This is an optimization exercise on Yosys and OpenROAD, whose aim is small area, not a production implementation. At most, simulation tests tie the RTL to the original design; equivalence was not proved. Power and IR drop assume default switching activity.

==> flow/design.v <==
`timescale 1ns / 1ps
module MCU(clk,reset,imem_addr,imem_data,dmem_addr,dmem_we,dmem_wdata,dmem_rdata,
           in_data,out_we,out_addr,out_data);
input clk,reset;
output [7:0] imem_addr;
input [16:0] imem_data;
output [7:0] dmem_addr;
output dmem_we;
output [7:0] dmem_wdata;
input [7:0] dmem_rdata;
input [7:0] in_data;
output out_we;
output [7:0] out_addr, out_data;
reg [7:0] pc;         
reg aj;               
reg [4:0] ir_op;      
reg [11:0] ir_f;
reg [7:0] exA;        
reg [7:0] exB;        
reg [2:0] exD;        
reg [1:0] exC;        
reg [7:0] rf1, rf2, rf3, rf4, rf5, rf6, rf7;
wire ex_nod  = (exD == 3'd0);
wire jump    = (exC == 2'b11);
assign dmem_we   = (exC == 2'b01) & ex_nod;
assign out_we    = (exC == 2'b10) & ex_nod;
assign dmem_addr = exA;
assign out_addr  = exA;
assign dmem_wdata = exB;
assign out_data   = exB;
wire [7:0] wb = (exC == 2'b00) ? exB :
                (exC == 2'b01) ? dmem_rdata :
                (exC == 2'b10) ? in_data : exA;
always @(posedge clk) begin
    case (exD)
    3'd1: rf1 <= wb;
    3'd2: rf2 <= wb;
    3'd3: rf3 <= wb;
    3'd4: rf4 <= wb;
    3'd5: rf5 <= wb;
    3'd6: rf6 <= wb;
    3'd7: rf7 <= wb;
    default: ;
    endcase
end
wire [2:0] fD = ir_f[11:9];
wire [2:0] fA = ir_f[8:6];
wire [2:0] fB = ir_f[5:3];
wire [5:0] im = ir_f[5:0];
wire [2:0] sh = ir_f[2:0];
wire o_add = ir_op == 5'b00001;
wire o_ani = ir_op == 5'b00010;
wire o_adi = ir_op == 5'b00011;
wire o_sub = ir_op == 5'b00100;
wire o_slt = ir_op == 5'b00101;
wire o_not = ir_op == 5'b00110;
wire o_ld  = ir_op == 5'b00111;
wire o_st  = ir_op == 5'b01000;
wire o_mov = ir_op == 5'b01001;
wire o_jmp = ir_op == 5'b01010;
wire o_jmr = ir_op == 5'b01011;
wire o_jml = ir_op == 5'b01100;
wire o_ori = ir_op == 5'b01101;
wire o_xor = ir_op == 5'b01110;
wire o_shl = ir_op == 5'b01111;
wire o_shr = ir_op == 5'b10001;
wire o_bz  = ir_op == 5'b10010;
wire o_bnz = ir_op == 5'b10011;
wire o_in  = ir_op == 5'b10100;
wire o_out = ir_op == 5'b10101;
wire rdA = o_add | o_ani | o_adi | o_sub | o_slt | o_not | o_ld | o_st | o_mov |
           o_jmr | o_ori | o_xor | o_shl | o_shr | o_bz | o_bnz | o_in | o_out;
wire rdB = o_add | o_sub | o_slt | o_st | o_jmr | o_xor | o_in | o_out;
wire alu_wr = o_add | o_ani | o_adi | o_sub | o_slt | o_not | o_mov |
              o_ori | o_xor | o_shl | o_shr;
wire branch = o_jmp | o_jmr | o_jml | o_bz | o_bnz;
wire stall = ~ex_nod & ((rdA & (fA == exD)) | (rdB & (fB == exD)));
wire [7:0] rA, rB;
RfRead u_rdA(.a(fA), .r1(rf1), .r2(rf2), .r3(rf3), .r4(rf4), .r5(rf5), .r6(rf6), .r7(rf7), .q(rA));
RfRead u_rdB(.a(fB), .r1(rf1), .r2(rf2), .r3(rf3), .r4(rf4), .r5(rf5), .r6(rf6), .r7(rf7), .q(rB));
wire [7:0] pc1 = aj ? exB : pc;
wire [7:0] opA, res;
Alu u_alu(.ir_op(ir_op), .ir_f(ir_f), .rA(rA), .rB(rB), .pc1(pc1), .opA(opA), .res(res));
wire zA = (rA == 8'd0);
wire taken = o_jmp | o_jmr | o_jml | (o_bz & zA) | (o_bnz & ~zA);
wire dnz = (fD != 3'd0);
reg [2:0] nD;
reg [1:0] nC;
always @(*) begin
    nD = 3'd0; nC = 2'b00;
    if (alu_wr) nD = fD;
    if (o_ld)  begin nD = fD; nC = {1'b0, dnz}; end
    if (o_in)  begin nD = fD; nC = {dnz, 1'b0}; end
    if (o_st)  nC = 2'b01;
    if (o_out) nC = 2'b10;
    if (o_jml) nD = fD;
    if (taken) nC = 2'b11;
end
wire [7:0] pc_inc = pc + {7'd0, ~stall};    
always @(posedge clk or negedge reset) begin
    if (!reset) begin
        pc <= 8'd0;
        ir_op <= 5'd0;
        exD <= 3'd0;
        exC <= 2'b00;
    end else begin
        exD <= stall ? 3'd0 : nD;
        exC <= stall ? 2'b00 : nC;
        pc <= jump ? exB : pc_inc;
        if (!stall) begin
            ir_op <= branch ? 5'd0 : imem_data[16:12];
        end
    end
end
always @(posedge clk) aj <= jump;
always @(posedge clk) begin
    exA <= opA;
    exB <= res;
    if (!stall) begin
        ir_f <= imem_data[11:0];
    end
end
assign imem_addr = pc;
endmodule
module RfRead(a, r1, r2, r3, r4, r5, r6, r7, q);
input [2:0] a;
input [7:0] r1, r2, r3, r4, r5, r6, r7;
output reg [7:0] q;
always @(*) begin
    case (a)
    3'd1: q = r1; 3'd2: q = r2; 3'd3: q = r3; 3'd4: q = r4;
    3'd5: q = r5; 3'd6: q = r6; 3'd7: q = r7; default: q = 8'd0;
    endcase
end
endmodule
module Alu(ir_op, ir_f, rA, rB, pc1, opA, res);
input [4:0] ir_op;
input [11:0] ir_f;
input [7:0] rA, rB, pc1;
output [7:0] opA;
output reg [7:0] res;
wire [5:0] im = ir_f[5:0];
wire [2:0] sh = ir_f[2:0];
wire o_nop = ir_op == 5'b00000;
wire o_add = ir_op == 5'b00001;
wire o_ani = ir_op == 5'b00010;
wire o_adi = ir_op == 5'b00011;
wire o_sub = ir_op == 5'b00100;
wire o_slt = ir_op == 5'b00101;
wire o_not = ir_op == 5'b00110;
wire o_st  = ir_op == 5'b01000;
wire o_jmp = ir_op == 5'b01010;
wire o_jml = ir_op == 5'b01100;
wire o_ori = ir_op == 5'b01101;
wire o_xor = ir_op == 5'b01110;
wire o_shl = ir_op == 5'b01111;
wire o_shr = ir_op == 5'b10001;
wire o_bz  = ir_op == 5'b10010;
wire o_bnz = ir_op == 5'b10011;
wire o_out = ir_op == 5'b10101;
wire use_br = o_jmp | o_jml | o_bz | o_bnz;
wire use_pc = use_br | (ir_op == 5'b00000);
assign opA = use_pc ? pc1 : rA;
wire use_rb  = o_add | o_sub | o_slt | o_xor | o_st | o_out;
wire use_sx  = o_adi | use_br;
wire use_zx  = o_ani | o_ori;
wire [7:0] opB = o_not ? 8'hff : use_rb ? (rB ^ {8{inv}}) :
                 use_sx ? {{2{im[5]}}, im} :
                 use_zx ? {2'b00, im} : 8'd0;
wire inv = o_sub | o_slt;
wire cin = inv | o_nop;    
wire pass = o_st | o_out;
wire [7:0] aA = opA & {8{~pass}};
wire [7:0] bB = opB;
wire [7:0] p = aA ^ bB;
wire [7:0] g = aA & bB;
wire [8:0] s9 = {1'b0, aA} + {1'b0, bB} + {8'd0, cin};
wire [7:0] c = s9[7:0] ^ p;
wire arith = ~(o_ani | o_ori | o_xor | o_not | pass);
wire [7:0] alu = (p & {8{~o_ani}}) ^ (g & {8{o_ani | o_ori}}) ^ (c & {8{arith}});
wire [7:0] shv;
Shift u_sh(.a(opA), .sh(sh), .shr(o_shr), .y(shv));
always @(*) begin
    if (o_slt)                 res = {7'd0, ~s9[8]};
    else if (o_shl | o_shr)    res = shv;
    else                       res = alu;
end
endmodule
module Shift(a, sh, shr, y);
input [7:0] a;
input [2:0] sh;
input shr;
output [7:0] y;
wire [7:0] ar = {a[0], a[1], a[2], a[3], a[4], a[5], a[6], a[7]};
wire [7:0] x = shr ? ar : a;
wire [7:0] z = x << sh;
wire [7:0] zr = {z[0], z[1], z[2], z[3], z[4], z[5], z[6], z[7]};
assign y = shr ? zr : z;
endmodule
clock: 10.0 ns
lec_check: 0
abc_area: 1
cap_margin: 20
core_margin: 2
core_utilization: 40
slew_margin: 20
standard.sh (not shown) runs the stock make flow with config.mk's settings and CLKGATE_MAP_FILE= SYNTH_SCRIPT=/design/flow/synth_recipe.tcl, a recipe that flattens the netlist after the stock synthesis.
==> flow/flow/run.sh <==
#!/bin/bash
# Own layout flow: the standard ORFS flow, with
#  - synthesis as standard.sh synth runs it, but with a stronger ABC area
#    script (flow/abc_area.script); the flip-flops are mapped before ABC
#    runs, so the registers, their names and cells are the standard ones;
#  - no separate full/half-adder extraction, so ABC maps adders with the
#    rest of the logic;
#  - each module of the RTL (the register-file read ports and the ALU are
#    modules of their own) mapped on its own, then flattened as the standard flow's
#    synthesis script does; all registers are in MCU;
#  - port buffers of the smallest buffer cell;
#  - clock tree without dummy loads.
# Each step's full output goes to a log file in this folder.
set -euo pipefail
W=$PWD
rm -rf "$W/scripts_mod"
cp -r "$FLOW_HOME/scripts" "$W/scripts_mod"
cp "$W/flow/abc_area.script" "$W/scripts_mod/abc_area.script"

SCRIPTS_DIR="$W/scripts_mod" ABC_AREA=1 ADDER_MAP_FILE= SYNTH_HIERARCHICAL=1 \
  SYNTH_MINIMUM_KEEP_SIZE=0 bash standard.sh synth > "$W/log_synth.txt" 2>&1

source "$W/flow/knobs.sh"
bash standard.sh finish > "$W/log_layout.txt" 2>&1
==> flow/flow/abc_area.script <==
strash
&get -n
&deepsyn -T 30
&put
dch -f
amap
topo
==> flow/flow/knobs.sh <==
export BUFFER_PORTS_ARGS="-buffer_cell sky130_fd_sc_hd__buf_1"
export CTS_ARGS="-sink_clustering_enable -repair_clock_nets -dont_use_dummy_load -buf_list sky130_fd_sc_hd__clkbuf_8"
Edit:
--- a/flow/design.v
+++ b/flow/design.v
@@ -164,14 +164,14 @@
 wire use_rb  = o_add | o_sub | o_slt | o_xor | o_st | o_out;
 wire use_sx  = o_adi | use_br;
 wire use_zx  = o_ani | o_ori;
-wire [7:0] opB = o_not ? 8'hff : use_rb ? (rB ^ {8{inv}}) :
+wire [7:0] opB = use_rb ? rB :
                  use_sx ? {{2{im[5]}}, im} :
                  use_zx ? {2'b00, im} : 8'd0;
 wire inv = o_sub | o_slt;
 wire cin = inv | o_nop;    
 wire pass = o_st | o_out;
 wire [7:0] aA = opA & {8{~pass}};
-wire [7:0] bB = opB;
+wire [7:0] bB = (opB ^ {8{inv}}) | {8{o_not}};
 wire [7:0] p = aA ^ bB;
 wire [7:0] g = aA & bB;
 wire [8:0] s9 = {1'b0, aA} + {1'b0, bB} + {8'd0, cin};
After rerunning:
- The new run ran to the end with no violations
- via count came out lower by 0.67%
- final area came out higher by 0.96%
- clock-buffer cell count stays the same
- worst setup slack is worse by 0.69 ns
- power is about the same
- routed wire length came out lower by 0.85%
- global-route usage came out lower by 0.15 points
The RTL of the second run of this note was laid out without a check of its function.

## what the ideal ports hide
The flow's constraints put no driver on any port. The routed layouts listed below were extracted and timed again, unchanged, in two steps.
Step 1 (the two cells are an assumption about what drives the block):
set clk [get_ports {clk}]
set_driving_cell -lib_cell sky130_fd_sc_hd__clkbuf_16 $clk
set_driving_cell -lib_cell sky130_fd_sc_hd__buf_2 [delete_from_list [all_inputs] $clk]
Step 2 moves the port delays by t, midway between the first and last clock arrival at a register: inputs arrive t later, outputs are due t later. That takes back most of the time a late clock gives input paths.
Three values: ideal, step 1, step 2; two values: the first two.
run | shift t [ns] | slack for setup (ns) | hold slack, ns | worst slew at a driven data input, ns | cell pins on the clock port's net
the first run | 0.412 | 4.118 / 4.118 / 4.118 | 0.502 / 0.502 / 0.502 | 0.04 | 1
the second run | 0.403 | 3.430 / 3.430 / 3.430 | 0.515 / 0.515 / 0.515 | 0.03 | 1
After both steps setup and hold are still met in every run listed.
